Background: an optimization exercise with open tools, aiming at small area, a short achievable clock period and few clock cycles. Do not read the settings as production practice. Where RTL was checked, it was by simulation tests only, not by an equivalence proof against the original. No activity file was given, so power comes from the tool's default toggle rates.

willow:
==> flow/design.v (excerpt) <==
module CHIP (
    clk, rst_n,
    mem_read_D, mem_write_D, mem_addr_D, mem_wdata_D, mem_rdata_D, mem_ready_D,
    mem_read_I, mem_write_I, mem_addr_I, mem_wdata_I, mem_rdata_I, mem_ready_I,
    DCACHE_addr, DCACHE_wdata, DCACHE_wen
);
export LEC_CHECK = 0
export ABC_CLOCK_PERIOD_IN_PS = 4000
export CAP_MARGIN = 20
export CORE_MARGIN = 2
export CORE_UTILIZATION = 40
export SETUP_SLACK_MARGIN = 5.0
export SLEW_MARGIN = 20
create_clock -name core_clock -period 9.0 [get_ports {clk}]
run.sh (not shown) runs the stock make flow with config.mk's settings and CLKGATE_MAP_FILE= SYNTH_SCRIPT=/design/flow/synth_recipe.tcl, a recipe that flattens the netlist after the stock synthesis.
What juniper does differently from willow at the input level:
# willow
export LEC_CHECK = 0
export ABC_CLOCK_PERIOD_IN_PS = 4000
export CAP_MARGIN = 20
export CORE_MARGIN = 2
export CORE_UTILIZATION = 40
export SETUP_SLACK_MARGIN = 5.0
export SLEW_MARGIN = 20
create_clock -name core_clock -period 9.0 [get_ports {clk}]
# juniper
export LEC_CHECK = 0
export ABC_CLOCK_PERIOD_IN_PS = 4000
export CAP_MARGIN = 20
export CORE_MARGIN = 2
export CORE_UTILIZATION = 40
export CTS_BUF_LIST = sky130_fd_sc_hd__clkbuf_4 sky130_fd_sc_hd__clkbuf_8
export SETUP_SLACK_MARGIN = 5.0
export SLEW_MARGIN = 20
create_clock -name core_clock -period 9.0 [get_ports {clk}]
Findings:
- On global-route total usage across every layer, willow and juniper are basically level.
- In terms of worst hold slack, juniper and willow differ only marginally.
- Relative to willow, total power after layout decreased by about 4% in juniper.
- As far as die outline area goes, juniper and willow are indistinguishable; the numbers are identical.
- willow vs juniper, beginning of the critical path: d_ir[16] vs d_ir[17]
- Per the comparison of juniper with willow, setup slack rose by 23 ps; buffer count from post-CTS setup fixing rose about 14%.
- juniper vs willow: wire length of the first global-routing pass up slightly
- Against willow as the reference, juniper delivers a lower routed length per instance.
Function was not checked in any run of this note: the RTL went through the layout flow alone.

* * *

red:
CHIP, a different RTL version from the one above (not shown whole).
For scale: roughly 11,000 cells after synthesis, roughly 3,400 flip-flops, about 160,000 um2 of cells after synthesis.
// CHIP
module CHIP (
    clk, rst_n,
    mem_read_D, mem_write_D, mem_addr_D, mem_wdata_D, mem_rdata_D, mem_ready_D,
    mem_read_I, mem_write_I, mem_addr_I, mem_wdata_I, mem_rdata_I, mem_ready_I,
    DCACHE_addr, DCACHE_wdata, DCACHE_wen
);
    input          clk, rst_n;
    output         mem_read_D;
    output         mem_write_D;
    output [31:4]  mem_addr_D;
    output [127:0] mem_wdata_D;
    input  [127:0] mem_rdata_D;
    input          mem_ready_D;
    output         mem_read_I;
    output         mem_write_I;
    output [31:4]  mem_addr_I;
    output [127:0] mem_wdata_I;
    input  [127:0] mem_rdata_I;
    input          mem_ready_I;
    output [29:0]  DCACHE_addr;
    output [31:0]  DCACHE_wdata;
    output         DCACHE_wen;
    localparam IIB = 2;               
    localparam IW  = 2;               
    localparam IS  = 1 << IIB;
    localparam ISB = 10;              
    localparam ITW = ISB - IIB;       
    localparam DL  = 4;               
    localparam DSB = 10;              
    localparam DTW = DSB;
    localparam MS_IDLE = 2'd0, MS_REQ = 2'd1, MS_WAIT = 2'd2;
    reg  [29:0] pc;                  
    reg         d_v;                 
    reg  [31:0] d_ir;
    reg  [29:0] d_pc1;               
    reg         e_v;                 
    reg  [4:0]  e_sa;                
    reg  [31:0] e_yv;                
    reg         e_sub, e_sra, e_srl, e_bne;
    reg         e_osum, e_olog, e_osh, e_oslt, e_olnk;    
    reg  [1:0]  e_lop;
    reg         e_fw;                
    reg  [29:0] e_alt;               
    reg         e_pt;                
    reg  [29:0] ras;                 
    reg  [31:0] e_a, e_b;
    reg  [4:0]  e_rd;
    reg         e_we, e_ld, e_st, e_br, e_jr;
    reg  [31:0] m_res;               
    reg  [31:0] m_sd;
    reg  [4:0]  m_rd;
    reg         m_we, m_ld, m_st, m_fw;
    reg  [31:0] w_val;               
    reg  [4:0]  w_rd;
    reg         w_we;
    reg  [31:0] rf [1:31];
    reg  [31:1] rv;                  
  ...
Settings: LEC_CHECK=0, ABC_CLOCK_PERIOD_IN_PS=4000, CAP_MARGIN=20, CORE_MARGIN=2, CORE_UTILIZATION=40, SETUP_SLACK_MARGIN=5.0, SLEW_MARGIN=20, TNS_END_PERCENT=20; clock period 9.0 ns.
Every stage of the flow completed for red, and the final layout passed the timing, design-rule and antenna checks.
Testbench counts of red, summed over its fixed seeds: cycles 19,420.
Setup changes, red to blue
-- flow/config.mk --
<<< red, line 7
export LEC_CHECK = 0
export ABC_CLOCK_PERIOD_IN_PS = 4000
export CAP_MARGIN = 20
>>> blue, line 7
export LEC_CHECK = 0
export ABC_CLOCK_PERIOD_IN_PS = 3000
export CAP_MARGIN = 20
<<< red, line 13
export SLEW_MARGIN = 20
export TNS_END_PERCENT = 20
>>> blue, line 13
export SLEW_MARGIN = 20
--- outcome ---
Comparing red and blue, the higher wire length on met1 was measured on blue. Compared with red, blue shows count of clock-buffer cells in the layout that has gone down by a few percent. Lower met3 demand-to-capacity share in global routing was reported by blue, not red.
#### Input delta (green over blue)
-- flow/config.mk --
<<< blue, line 7
export LEC_CHECK = 0
export ABC_CLOCK_PERIOD_IN_PS = 3000
export CAP_MARGIN = 20
>>> green, line 7
export LEC_CHECK = 0
export ABC_CLOCK_PERIOD_IN_PS = 4000
export CAP_MARGIN = 20
As far as clock skew goes, blue and green are indistinguishable; the numbers are identical.
As far as pin slew with the least headroom to its limit is concerned, blue and green perform about the same.
Between blue and green, the difference in overall fraction of global-route tracks in use is negligible.
Status: portion of total power attributed to combinational logic parity (blue, green)
For worst slew slack as a fraction of its limit, blue and green come out practically identical.
Required arrival time at the worst endpoint: blue vs green, no meaningful difference
~same number of antenna violations at the first check in global routing in blue and green
Placed standard-cell area delta (green -> blue): insignificant
Between green and blue, the largest stage delay on the critical path figures differ only marginally.
On clock network power, blue and green are basically level.
Re total wire length after detailed routing: no difference whatsoever between blue and green.

* * *

before:
Another version of the RTL of CHIP (not shown whole).
Size: ~11000 cells after synthesis, ~3400 flip-flops.
## CHIP
module CHIP (
    clk, rst_n,
    mem_read_D, mem_write_D, mem_addr_D, mem_wdata_D, mem_rdata_D, mem_ready_D,
    mem_read_I, mem_write_I, mem_addr_I, mem_wdata_I, mem_rdata_I, mem_ready_I,
    DCACHE_addr, DCACHE_wdata, DCACHE_wen
);
==> flow/config.mk <==
export PLATFORM = sky130hd
export DESIGN_NAME = CHIP
export DESIGN_NICKNAME = CHIP
export VERILOG_FILES = /design/flow/design.v
export SDC_FILE = /design/flow/constraint.sdc
export NUM_CORES = 8
export LEC_CHECK = 0
export ABC_CLOCK_PERIOD_IN_PS = 4000
export CAP_MARGIN = 20
export CORE_MARGIN = 2
export CORE_UTILIZATION = 45
export SETUP_SLACK_MARGIN = 5.0
export SLEW_MARGIN = 20
==> flow/constraint.sdc <==
create_clock -name core_clock -period 9.0 [get_ports {clk}]
set_input_delay 1.8000 -clock core_clock [delete_from_list [all_inputs] [get_ports {clk}]]
set_output_delay 1.8000 -clock core_clock [all_outputs]
set_load 0.01 [all_outputs]
before has completed all stages; timing, DRC and antenna checks passed.
[inputs] after vs before
- CORE_UTILIZATION changed from 45 to 50
### Flow results
- STATUS least setup slack across all paths after layout: after wins against before
- Per the comparison of after with before, half-perimeter wire length after placement increased by 2.7% relative to the old numbers; leakage power summed over all cells up about 1.2%; worst IR drop on VDD lost about 6.5%; routed wire length saw an increase.
No functional check of the RTL was part of any run of this note.

* * *

Another version of the RTL of CHIP (not shown whole).
Size in the first run: roughly 11000 cells after synthesis, roughly 3400 flip-flops, roughly 640 I/O pins.
// CHIP
module CHIP (
    clk, rst_n,
    mem_read_D, mem_write_D, mem_addr_D, mem_wdata_D, mem_rdata_D, mem_ready_D,
    mem_read_I, mem_write_I, mem_addr_I, mem_wdata_I, mem_rdata_I, mem_ready_I,
    DCACHE_addr, DCACHE_wdata, DCACHE_wen
);
==> flow/config.mk <==
export PLATFORM = sky130hd
export DESIGN_NAME = CHIP
export DESIGN_NICKNAME = CHIP
export VERILOG_FILES = /design/flow/design.v
export SDC_FILE = /design/flow/constraint.sdc
export NUM_CORES = 8
export LEC_CHECK = 0
export ABC_CLOCK_PERIOD_IN_PS = 4000
export CAP_MARGIN = 20
export CORE_MARGIN = 2
export CORE_UTILIZATION = 45
export SETUP_SLACK_MARGIN = 5.0
export SLEW_MARGIN = 20
==> flow/constraint.sdc <==
create_clock -name core_clock -period 9.0 [get_ports {clk}]
set_input_delay 1.8000 -clock core_clock [delete_from_list [all_inputs] [get_ports {clk}]]
set_output_delay 1.8000 -clock core_clock [all_outputs]
set_load 0.01 [all_outputs]
Change:
- CORE_UTILIZATION: 45 -> 40
Count of clock-buffer cells in the layout goes down by 36.
Cell count climbs by 3.6%.
Die area came out higher by 12%.
Power falls by about 0.7%.
Combinational power climbs by about 4%.
No run of this note included a check of the RTL's function; only the layout flow was run.

* * *

## P
Another version of the RTL of CHIP (not shown whole).
Size in the first run: about 11000 cells after synthesis, about 3400 flip-flops, roughly 640 I/O pins.
// CHIP
module CHIP (
    clk, rst_n,
    mem_read_D, mem_write_D, mem_addr_D, mem_wdata_D, mem_rdata_D, mem_ready_D,
    mem_read_I, mem_write_I, mem_addr_I, mem_wdata_I, mem_rdata_I, mem_ready_I,
    DCACHE_addr, DCACHE_wdata, DCACHE_wen
);
    input          clk, rst_n;
    output         mem_read_D;
    output         mem_write_D;
    output [31:4]  mem_addr_D;
    output [127:0] mem_wdata_D;
    input  [127:0] mem_rdata_D;
    input          mem_ready_D;
    output         mem_read_I;
    output         mem_write_I;
    output [31:4]  mem_addr_I;
    output [127:0] mem_wdata_I;
    input  [127:0] mem_rdata_I;
    input          mem_ready_I;
    output [29:0]  DCACHE_addr;
    output [31:0]  DCACHE_wdata;
    output         DCACHE_wen;
    localparam IIB = 2;               
    localparam IW  = 2;               
    localparam IS  = 1 << IIB;
    localparam ISB = 10;              
    localparam ITW = ISB - IIB;       
    localparam DL  = 4;               
    localparam DSB = 10;              
    localparam DTW = DSB;
    localparam MS_IDLE = 2'd0, MS_REQ = 2'd1, MS_WAIT = 2'd2;
  ...
Settings: LEC_CHECK=0, ABC_CLOCK_PERIOD_IN_PS=4000, CAP_MARGIN=20, CORE_MARGIN=2, CORE_UTILIZATION=45, SETUP_SLACK_MARGIN=5.0, SLEW_MARGIN=20; clock period 9.0 ns.
P: PASS, flow complete, no timing, DRC or antenna violations
Changes in Q relative to P:
--- a/flow/config.mk
+++ b/flow/config.mk
@@ -9,5 +9,5 @@
 export CAP_MARGIN = 20
 export CORE_MARGIN = 2
-export CORE_UTILIZATION = 45
+export CORE_UTILIZATION = 40
 export SETUP_SLACK_MARGIN = 5.0
 export SLEW_MARGIN = 20
Results
- Diff P and Q: number of detailed-routing iterations run before antenna repair higher in P
- Area growth from synthesis to final layout sits higher in Q than in P.
- Of the two candidates, P has the better post-route cell area and Q the worse one.
No run of this note included a check of the RTL's function; only the layout flow was run.

## afterwards: timing with drivers on the ports
In the flow no input, the clock included, has a driving cell. The finished layouts below were timed again as built, in two steps.
Step 1, drivers: a clkbuf_16 drives clk and a buf_2 each remaining input, both assumed.
Step 2 adds t to the input delays and takes it off the output delays; t is the mean of the earliest and latest rising clock arrival at the registers after step 1. Input paths then give back, and output paths get back, about the clock's delay inside the block.
Three values: ideal, step 1, step 2; two values: the first two.
run	shift t [ns]	setup WS [ns]	clock arrival spread, ns	worst data-port slew with drivers (ns)	pins driven straight from the clock port
willow	1.110	4.805 / 4.805 / 3.725	0.079 / 0.079	0.23	1
juniper	1.360	4.828 / 4.828 / 3.531	0.112 / 0.112	0.24	1
red	1.085	4.663 / 4.549 / 3.590	0.093 / 0.093	0.41	1
blue	1.091	4.822 / 4.773 / 3.808	0.072 / 0.072	0.18	1
green	1.091	4.822 / 4.773 / 3.808	0.072 / 0.072	0.18	1
before	1.075	4.886 / 4.864 / 4.028	0.096 / 0.097	0.18	1
after	1.067	4.896 / 4.896 / 4.092	0.121 / 0.121	0.16	1
the first run of note 4	1.040	4.838 / 4.838 / 4.003	0.092 / 0.091	0.17	1
the second run of note 4	1.071	4.819 / 4.819 / 4.026	0.084 / 0.083	0.18	1
P	1.091	4.737 / 4.737 / 4.076	0.107 / 0.107	0.17	1
Q	1.085	4.777 / 4.777 / 4.104	0.121 / 0.120	0.22	1
After both steps every run listed still meets setup and hold. For juniper, which loses most, drivers alone change the setup slack by 0.000 ns; drivers and shift together by -1.297 ns.
